Background: an optimization exercise with open tools, aiming at small area, a short achievable clock period and few clock cycles per item. Do not read the settings as production practice.
At most, simulation tests tie the RTL to the original design; equivalence was not proved.
No driver is modelled on the clock port, so clock power and skew are understated where the tree is cut down; a real chip needs a root buffer or a tree.
Power figures rest on the tool's default switching activity, not on a simulated workload.

==> flow/design.v <==
module bnn_layer0 (
    input  wire        clk,
    input  wire        reset_n,
    input  wire        i_run,
    output wire        o_idle,
    output wire        o_done,
    output wire [6:0]  addr_input,
    output wire        ce_input,
    input  wire [27:0] q_input,
    output wire [1:0]  addr_weight,
    output wire        ce_weight,
    input  wire [26:0] q_weight,
    output wire [6:0]  addr_output,
    output wire        we_output,
    output wire [25:0] d_output
);
localparam LAT = 2;               
localparam END = 87 + LAT;        
reg        busy;
reg  [6:0] cnt;                   
reg  [1:0] m3;                    
reg  [6:0] a_in;
reg  [1:0] rch;
reg        we;
reg  [6:0] a_out;
reg  [1:0] och;
reg        done;
wire start = i_run & ~busy;
always @(posedge clk or negedge reset_n) begin
    if (!reset_n) begin
        busy  <= 1'b0;
        cnt   <= 7'd0;
        m3    <= 2'd0;
        we    <= 1'b0;
        done  <= 1'b0;
    end else begin
        done <= busy && (cnt == END);
        if (start) begin
            busy <= 1'b1;
            cnt  <= 7'd1;
            m3   <= 2'd2;
        end else if (busy) begin
            cnt <= cnt + 7'd1;
            m3  <= (m3 == 2'd2) ? 2'd0 : m3 + 2'd1;
            if (cnt == END) busy <= 1'b0;
        end
        we <= busy && (cnt >= 9 + LAT) && (cnt <= 86 + LAT);
    end
end
wire nidle;
bnn_idle u_idle (
    .clk     (clk),
    .reset_n (reset_n),
    .d       (busy ? (cnt != END) : i_run),
    .q       (nidle)
);
wire nce;
bnn_idle u_nce (
    .clk     (clk),
    .reset_n (reset_n),
    .d       (busy & (cnt > 7'd82) & (cnt != END)),
    .q       (nce)
);
wire ce_in = ~nce;
always @(posedge clk or negedge reset_n) begin
    if (!reset_n) begin
        a_in <= 7'd0;
        rch  <= 2'd0;
    end else if (ce_in && (busy || i_run)) begin
        if (rch == 2'd2) begin
            rch  <= 2'd0;
            a_in <= a_in - 7'd55;
        end else begin
            rch  <= rch + 2'd1;
            a_in <= a_in + 7'd28;
        end
    end else begin
        a_in <= 7'd0;
        rch  <= 2'd0;
    end
end
always @(posedge clk) begin
    if (start) begin
        a_out <= 7'd0;
        och   <= 2'd0;
    end else if (we) begin
        if (och == 2'd2) begin
            och   <= 2'd0;
            a_out <= a_out - 7'd51;
        end else begin
            och   <= och + 2'd1;
            a_out <= a_out + 7'd26;
        end
    end
end
assign o_idle      = ~nidle;
assign o_done      = done;
assign addr_input  = a_in;
assign ce_input    = ce_in;
assign addr_weight = m3;
assign ce_weight   = busy;
assign addr_output = a_out;
assign we_output   = we;
reg [27:0] qd1, qd2;              
always @(posedge clk) begin
    qd1 <= q_input;
    qd2 <= qd1;
end
reg [27:0] win [0:8];
wire ld = busy && (m3 == 2'd1);   
always @(posedge clk) begin
    if (ld) begin
        win[0] <= win[1]; win[1] <= win[2]; win[2] <= qd2;
        win[3] <= win[4]; win[4] <= win[5]; win[5] <= qd1;
        win[6] <= win[7]; win[7] <= win[8]; win[8] <= q_input;
    end
end
reg [26:0] w_reg;                 
always @(posedge clk) w_reg <= q_weight;
wire [25:0] res;
genvar h, s;
generate
    for (h = 0; h < 2; h = h + 1) begin : g_half
        wire [134:0] ws;
        for (s = 0; s < 9; s = s + 1) begin : g_s
            assign ws[s*15 +: 15] = win[s][27 - 13*h -: 15];
        end
        bnn_half u_half (
            .clk      (clk),
            .ws       (ws),
            .w_reg    (w_reg),
            .res      (res[25 - 13*h -: 13])
        );
    end
endgenerate
reg [25:0] d_out;
always @(posedge clk) d_out <= res;
assign d_output = d_out;
endmodule
module bnn_idle (
    input  wire clk,
    input  wire reset_n,
    input  wire d,
    output reg  q
);
always @(posedge clk or negedge reset_n) begin
    if (!reset_n) q <= 1'b0;
    else          q <= d;
end
endmodule
module bnn_half (
    input  wire         clk,
    input  wire [134:0] ws,
    input  wire [26:0]  w_reg,
    output wire [12:0]  res
);
genvar j, s, k;
generate
    for (j = 0; j < 13; j = j + 1) begin : g_col
        wire [26:0] d, w;
        for (s = 0; s < 9; s = s + 1) begin : g_s
            for (k = 0; k < 3; k = k + 1) begin : g_k
                assign d[s*3 + k] = ws[s*15 + 14 - j - k];
                assign w[s*3 + k] = w_reg[26 - (s*3 + k)];
            end
        end
        bnn_col u_col (.clk(clk), .d(d), .w(w), .o(res[12 - j]));
    end
endgenerate
endmodule
module bnn_col (
    input  wire        clk,
    input  wire [26:0] d,
    input  wire [26:0] w,
    output wire        o
);
wire [26:0] m = d ^ w;
wire [8:0] s1, c1;                
wire [2:0] as_, ac, bs, bc;       
genvar i;
generate
    for (i = 0; i < 9; i = i + 1) begin : g_l1
        bnn_fa u_fa (.a(m[3*i]), .b(m[3*i+1]), .c(m[3*i+2]), .s(s1[i]), .co(c1[i]));
    end
    for (i = 0; i < 3; i = i + 1) begin : g_l2
        bnn_fa u_fa1 (.a(s1[3*i]), .b(s1[3*i+1]), .c(s1[3*i+2]), .s(as_[i]), .co(ac[i]));
        bnn_fa u_fa2 (.a(c1[3*i]), .b(c1[3*i+1]), .c(c1[3*i+2]), .s(bs[i]), .co(bc[i]));
    end
endgenerate
reg [2:0] r_as, r_ac, r_bs, r_bc;
always @(posedge clk) begin
    r_as <= as_;
    r_ac <= ac;
    r_bs <= bs;
    r_bc <= bc;
end
wire x0 = (r_as[0] & r_as[1]) | (r_as[0] & r_as[2]) | (r_as[1] & r_as[2]);
wire y_s, y_c, z_s, z_c, u_s, u_c;
bnn_fa u_y (.a(r_ac[0]), .b(r_ac[1]), .c(r_ac[2]), .s(y_s), .co(y_c));
bnn_fa u_z (.a(r_bs[0]), .b(r_bs[1]), .c(r_bs[2]), .s(z_s), .co(z_c));
bnn_fa u_u (.a(r_bc[0]), .b(r_bc[1]), .c(r_bc[2]), .s(u_s), .co(u_c));
wire a_ge1 = x0 | y_s | z_s;
wire a_eq3 = x0 & y_s & z_s;
wire b_ge1 = y_c | z_c | u_s;
wire b_ge2 = (y_c & z_c) | (y_c & u_s) | (z_c & u_s);
wire b_eq3 = y_c & z_c & u_s;
wire ge = (u_c & (b_ge2 | (b_ge1 & a_ge1) | a_eq3))
        | (b_eq3 & a_ge1)
        | (b_ge2 & a_eq3);
assign o = ~ge;
endmodule
module bnn_fa (
    input  wire a,
    input  wire b,
    input  wire c,
    output wire s,
    output wire co
);
assign s  = a ^ b ^ c;
assign co = (a & b) | (a & c) | (b & c);
endmodule
make LEC_CHECK=0 CAP_MARGIN=20 CORE_MARGIN=2 CORE_UTILIZATION=40 CTS_CLUSTER_DIAMETER=80 CTS_CLUSTER_SIZE=20 PLACE_DENSITY=0.6 SETUP_SLACK_MARGIN=3.6 SLEW_MARGIN=20 SYNTH_HIERARCHICAL=1 SYNTH_MINIMUM_KEEP_SIZE=0 finish   # period 6.0 ns
run.sh (not shown) runs the stock make flow with config.mk's settings and CLKGATE_MAP_FILE= SYNTH_SCRIPT=/design/flow/synth_recipe.tcl, a recipe that flattens the netlist after the stock synthesis.
Change:
--- a/flow/design.v
+++ b/flow/design.v
@@ -13,14 +13,15 @@
     output wire [6:0]  addr_output,
     output wire        we_output,
     output wire [25:0] d_output
 );
 localparam LAT = 2;               
-localparam END = 87 + LAT;        
+localparam END = 88 + LAT;        
 reg        busy;
 reg  [6:0] cnt;                   
 reg  [1:0] m3;                    
+reg        ce_in;
 reg  [6:0] a_in;
 reg  [1:0] rch;
 reg        we;
 reg  [6:0] a_out;
 reg  [1:0] och;
@@ -29,59 +30,48 @@
 always @(posedge clk or negedge reset_n) begin
     if (!reset_n) begin
         busy  <= 1'b0;
         cnt   <= 7'd0;
         m3    <= 2'd0;
+        ce_in <= 1'b0;
         we    <= 1'b0;
         done  <= 1'b0;
     end else begin
         done <= busy && (cnt == END);
         if (start) begin
             busy <= 1'b1;
             cnt  <= 7'd1;
-            m3   <= 2'd2;
+            m3   <= 2'd1;
         end else if (busy) begin
             cnt <= cnt + 7'd1;
             m3  <= (m3 == 2'd2) ? 2'd0 : m3 + 2'd1;
             if (cnt == END) busy <= 1'b0;
         end
-        we <= busy && (cnt >= 9 + LAT) && (cnt <= 86 + LAT);
+        ce_in <= start | (busy && (cnt <= 7'd83));
+        we <= busy && (cnt >= 10 + LAT) && (cnt <= 87 + LAT);
     end
 end
 wire nidle;
 bnn_idle u_idle (
     .clk     (clk),
     .reset_n (reset_n),
     .d       (busy ? (cnt != END) : i_run),
     .q       (nidle)
 );
-wire nce;
-bnn_idle u_nce (
-    .clk     (clk),
-    .reset_n (reset_n),
-    .d       (busy & (cnt > 7'd82) & (cnt != END)),
-    .q       (nce)
-);
-wire ce_in = ~nce;
-always @(posedge clk or negedge reset_n) begin
-    if (!reset_n) begin
+always @(posedge clk) begin
+    if (start) begin
         a_in <= 7'd0;
         rch  <= 2'd0;
-    end else if (ce_in && (busy || i_run)) begin
+    end else if (ce_in) begin
         if (rch == 2'd2) begin
             rch  <= 2'd0;
             a_in <= a_in - 7'd55;
         end else begin
             rch  <= rch + 2'd1;
             a_in <= a_in + 7'd28;
         end
-    end else begin
-        a_in <= 7'd0;
-        rch  <= 2'd0;
-    end
-end
-always @(posedge clk) begin
+    end
     if (start) begin
         a_out <= 7'd0;
         och   <= 2'd0;
     end else if (we) begin
         if (och == 2'd2) begin
Outcome: The changed run ran to the end with no violations. Routed wire length drops by about 1.5%. Global-route usage drops by 0.27 points. Clock skew climbs by 17 ps. Via count drops by about 0.7%. Area after synthesis hardly moves. Utilization barely changes. Worst setup slack loses 37 ps. Count of clock-buffer cells in the layout drops by 3. Total power climbs by 0.81%. Sequential share of layout area barely changes. Cell count stays flat.
No functional check of the RTL was part of any run of this note.

* * *

bnn_layer0, a different RTL version from the one above (not shown whole).
Size: about 790 flip-flops, ~110 I/O pins, roughly 38000 µm² of cells after synthesis.
==> module bnn_layer0, before the edit <==
module bnn_layer0 (
    input  wire        clk,
    input  wire        reset_n,
    input  wire        i_run,
    output wire        o_idle,
    output wire        o_done,
    output wire [6:0]  addr_input,
    output wire        ce_input,
    input  wire [27:0] q_input,
    output wire [1:0]  addr_weight,
    output wire        ce_weight,
    input  wire [26:0] q_weight,
    output wire [6:0]  addr_output,
    output wire        we_output,
    output wire [25:0] d_output
);
localparam LAT = 2;               
localparam END = 87 + LAT;        
reg        busy;
reg  [6:0] cnt;                   
reg  [1:0] m3;                    
reg  [6:0] a_in;
reg  [1:0] rch;
reg        we;
reg  [6:0] a_out;
reg  [1:0] och;
reg        done;
wire start = i_run & ~busy;
always @(posedge clk or negedge reset_n) begin
    if (!reset_n) begin
        busy  <= 1'b0;
        cnt   <= 7'd0;
        m3    <= 2'd0;
        we    <= 1'b0;
        done  <= 1'b0;
    end else begin
        done <= busy && (cnt == END);
        if (start) begin
            busy <= 1'b1;
            cnt  <= 7'd1;
            m3   <= 2'd2;
        end else if (busy) begin
            cnt <= cnt + 7'd1;
            m3  <= (m3 == 2'd2) ? 2'd0 : m3 + 2'd1;
            if (cnt == END) busy <= 1'b0;
        end
        we <= busy && (cnt >= 9 + LAT) && (cnt <= 86 + LAT);
    end
end
wire nidle;
bnn_idle u_idle (
    .clk     (clk),
    .reset_n (reset_n),
    .d       (busy ? (cnt != END) : i_run),
    .q       (nidle)
);
wire nce;
bnn_idle u_nce (
    .clk     (clk),
    .reset_n (reset_n),
    .d       (busy & (cnt > 7'd82) & (cnt != END)),
    .q       (nce)
);
wire ce_in = ~nce;
always @(posedge clk or negedge reset_n) begin
    if (!reset_n) begin
        a_in <= 7'd0;
        rch  <= 2'd0;
    end else if (ce_in && (busy || i_run)) begin
        if (rch == 2'd2) begin
            rch  <= 2'd0;
            a_in <= a_in - 7'd55;
        end else begin
            rch  <= rch + 2'd1;
            a_in <= a_in + 7'd28;
        end
    end else begin
        a_in <= 7'd0;
        rch  <= 2'd0;
    end
end
always @(posedge clk) begin
    if (start) begin
        a_out <= 7'd0;
        och   <= 2'd0;
    end else if (we) begin
        if (och == 2'd2) begin
            och   <= 2'd0;
            a_out <= a_out - 7'd51;
        end else begin
            och   <= och + 2'd1;
            a_out <= a_out + 7'd26;
        end
    end
end
assign o_idle      = ~nidle;
assign o_done      = done;
assign addr_input  = a_in;
assign ce_input    = ce_in;
assign addr_weight = m3;
assign ce_weight   = nidle;          
assign addr_output = a_out;
assign we_output   = we;
reg [27:0] qd1, qd2;              
always @(posedge clk) begin
    qd1 <= q_input;
    qd2 <= qd1;
end
reg [27:0] win [0:8];
reg ld;
always @(posedge clk or negedge reset_n) begin
    if (!reset_n) ld <= 1'b0;
    else          ld <= busy && (cnt != END) && (m3 == 2'd0);
end
always @(posedge clk) begin
    if (ld) begin
        win[0] <= win[1]; win[1] <= win[2]; win[2] <= qd2;
        win[3] <= win[4]; win[4] <= win[5]; win[5] <= qd1;
        win[6] <= win[7]; win[7] <= win[8]; win[8] <= q_input;
    end
end
wire [25:0] res;
genvar s;
generate
    for (s = 0; s < 9; s = s + 1) begin : g_s
        wire [27:0] ww = win[s];
    end
endgenerate
bnn_group #(.NC(7)) u_g0 (.clk(clk), .q_weight(q_weight), .res(res[25:19]),
    .ws({g_s[0].ww[27:19], g_s[1].ww[27:19], g_s[2].ww[27:19], g_s[3].ww[27:19], g_s[4].ww[27:19],
         g_s[5].ww[27:19], g_s[6].ww[27:19], g_s[7].ww[27:19], g_s[8].ww[27:19]}));
bnn_group #(.NC(6)) u_g1 (.clk(clk), .q_weight(q_weight), .res(res[18:13]),
    .ws({g_s[0].ww[20:13], g_s[1].ww[20:13], g_s[2].ww[20:13], g_s[3].ww[20:13], g_s[4].ww[20:13],
         g_s[5].ww[20:13], g_s[6].ww[20:13], g_s[7].ww[20:13], g_s[8].ww[20:13]}));
bnn_group #(.NC(7)) u_g2 (.clk(clk), .q_weight(q_weight), .res(res[12:6]),
    .ws({g_s[0].ww[14:6], g_s[1].ww[14:6], g_s[2].ww[14:6], g_s[3].ww[14:6], g_s[4].ww[14:6],
         g_s[5].ww[14:6], g_s[6].ww[14:6], g_s[7].ww[14:6], g_s[8].ww[14:6]}));
bnn_group #(.NC(6)) u_g3 (.clk(clk), .q_weight(q_weight), .res(res[5:0]),
    .ws({g_s[0].ww[7:0], g_s[1].ww[7:0], g_s[2].ww[7:0], g_s[3].ww[7:0], g_s[4].ww[7:0],
         g_s[5].ww[7:0], g_s[6].ww[7:0], g_s[7].ww[7:0], g_s[8].ww[7:0]}));
reg [25:0] d_out;
always @(posedge clk) d_out <= res;
assign d_output = d_out;
endmodule
clock: 6.0 ns
lec_check: 0
cap_margin: 20
core_margin: 2
core_utilization: 40
cts_cluster_diameter: 80
cts_cluster_size: 20
place_density: 0.6
setup_slack_margin: 3.85
slew_margin: 20
synth_hierarchical: 1
synth_minimum_keep_size: 0
standard.sh (not shown) runs the stock make flow with config.mk's settings and CLKGATE_MAP_FILE= SYNTH_SCRIPT=/design/flow/synth_recipe.tcl, a recipe that flattens the netlist after the stock synthesis.
==> flow/flow/run.sh <==
#!/bin/bash
# The standard layout (standard.sh) with two changes:
#  * plain buffers (buf_2) on the ports, instead of the delay cells that
#    buffer_ports picks and that the later resizing keeps (same footprint);
#  * the clock tree: after clock_tree_synthesis, manual_cts.tcl (the POST_CTS
#    hook) rebuilds it as a two-level balanced tree, clk port -> 4 root
#    buffers -> leaf buffers -> flip-flops (see manual_cts.tcl). The CTS step's
#    own timing repair is skipped, since it would size for the tree that is
#    replaced; the hook repairs hold, and global routing repairs setup.
# Each tool's full output is in standard.log and in ORFS's logs.
set -o pipefail
here=$(cd "$(dirname "$0")" && pwd)
cp standard.sh standard_copy.txt 2>/dev/null
export BUFFER_PORTS_ARGS="-buffer_cell sky130_fd_sc_hd__buf_2"
export POST_CTS_TCL="$here/manual_cts.tcl"
bash standard.sh SKIP_CTS_REPAIR_TIMING=1 finish > standard.log 2>&1
Other scripts of this flow, unchanged in this note and not shown: flow/flow/manual_cts.tcl
Testbench counts at the start, summed over its fixed seeds: cycles 8,648, runs 96.
Rerun with:
--- a/flow/design.v
+++ b/flow/design.v
@@ -126,18 +126,12 @@
         wire [27:0] ww = win[s];
     end
 endgenerate
-bnn_group #(.NC(7)) u_g0 (.clk(clk), .q_weight(q_weight), .res(res[25:19]),
-    .ws({g_s[0].ww[27:19], g_s[1].ww[27:19], g_s[2].ww[27:19], g_s[3].ww[27:19], g_s[4].ww[27:19],
-         g_s[5].ww[27:19], g_s[6].ww[27:19], g_s[7].ww[27:19], g_s[8].ww[27:19]}));
-bnn_group #(.NC(6)) u_g1 (.clk(clk), .q_weight(q_weight), .res(res[18:13]),
-    .ws({g_s[0].ww[20:13], g_s[1].ww[20:13], g_s[2].ww[20:13], g_s[3].ww[20:13], g_s[4].ww[20:13],
-         g_s[5].ww[20:13], g_s[6].ww[20:13], g_s[7].ww[20:13], g_s[8].ww[20:13]}));
-bnn_group #(.NC(7)) u_g2 (.clk(clk), .q_weight(q_weight), .res(res[12:6]),
-    .ws({g_s[0].ww[14:6], g_s[1].ww[14:6], g_s[2].ww[14:6], g_s[3].ww[14:6], g_s[4].ww[14:6],
-         g_s[5].ww[14:6], g_s[6].ww[14:6], g_s[7].ww[14:6], g_s[8].ww[14:6]}));
-bnn_group #(.NC(6)) u_g3 (.clk(clk), .q_weight(q_weight), .res(res[5:0]),
-    .ws({g_s[0].ww[7:0], g_s[1].ww[7:0], g_s[2].ww[7:0], g_s[3].ww[7:0], g_s[4].ww[7:0],
-         g_s[5].ww[7:0], g_s[6].ww[7:0], g_s[7].ww[7:0], g_s[8].ww[7:0]}));
+bnn_group #(.NC(13)) u_g0 (.clk(clk), .q_weight(q_weight), .res(res[25:13]),
+    .ws({g_s[0].ww[27:13], g_s[1].ww[27:13], g_s[2].ww[27:13], g_s[3].ww[27:13], g_s[4].ww[27:13],
+         g_s[5].ww[27:13], g_s[6].ww[27:13], g_s[7].ww[27:13], g_s[8].ww[27:13]}));
+bnn_group #(.NC(13)) u_g1 (.clk(clk), .q_weight(q_weight), .res(res[12:0]),
+    .ws({g_s[0].ww[14:0], g_s[1].ww[14:0], g_s[2].ww[14:0], g_s[3].ww[14:0], g_s[4].ww[14:0],
+         g_s[5].ww[14:0], g_s[6].ww[14:0], g_s[7].ww[14:0], g_s[8].ww[14:0]}));
 reg [25:0] d_out;
 always @(posedge clk) d_out <= res;
 assign d_output = d_out;
Result: The new run produced a clean layout; design area drops by 2.0%; combinational power hardly moves; power drops by 1.3%; die area drops by 2.8%; via count climbs by 0.36%; final cell count drops by 2.8%; worst setup slack is worse by 0.072 ns; clock power is about the same; maximum frequency drops by 3.2%; sequential share of layout area drops by 1.6 points; register-to-register slack is worse by 0.04 ns; core utilization climbs by 0.58 points.
The RTL of the second run of this note was laid out without a check of its function. In every run of this note, the design's own scripts or RTL, not TritonCTS, make the clock network.

==> static timing again, ports no longer ideal <==
The flow's constraints put no driver on any port. The routed layouts listed below were extracted and timed again, unchanged, in two steps.
Step 1 assumes that a clkbuf_16 drives the clock port and a buf_2 every other input.
Step 2 moves the port delays by t, midway between the first and last clock arrival at a register: inputs arrive t later, outputs are due t later. That takes back most of the time a late clock gives input paths.
Three values: ideal, step 1, step 2; two values: the first two.
| run | t (ns) | slack for setup (ns) | slew at the worst register clock pin (ns) | worst data-port slew with drivers (ns) | cell pins on the clock port's net |
|---|---|---|---|---|---|
| the first run of note 1 | 0.662 | 3.632 / 3.571 / 3.354 | 0.09 / 0.09 | 0.06 | 1 |
| the second run of note 1 | 0.678 | 3.595 / 3.528 / 3.143 | 0.09 / 0.09 | 0.07 | 1 |
| the first run of note 2 | 0.524 | 3.856 / 3.716 / 3.748 | 0.11 / 0.11 | 0.06 | 4 |
| the second run of note 2 | 0.516 | 3.784 / 3.650 / 3.617 | 0.12 / 0.12 | 0.10 | 4 |
After both steps setup and hold are still met in every run listed. For the second run of note 1, which loses most, drivers alone change the setup slack by -0.067 ns; drivers and shift together by -0.452 ns.
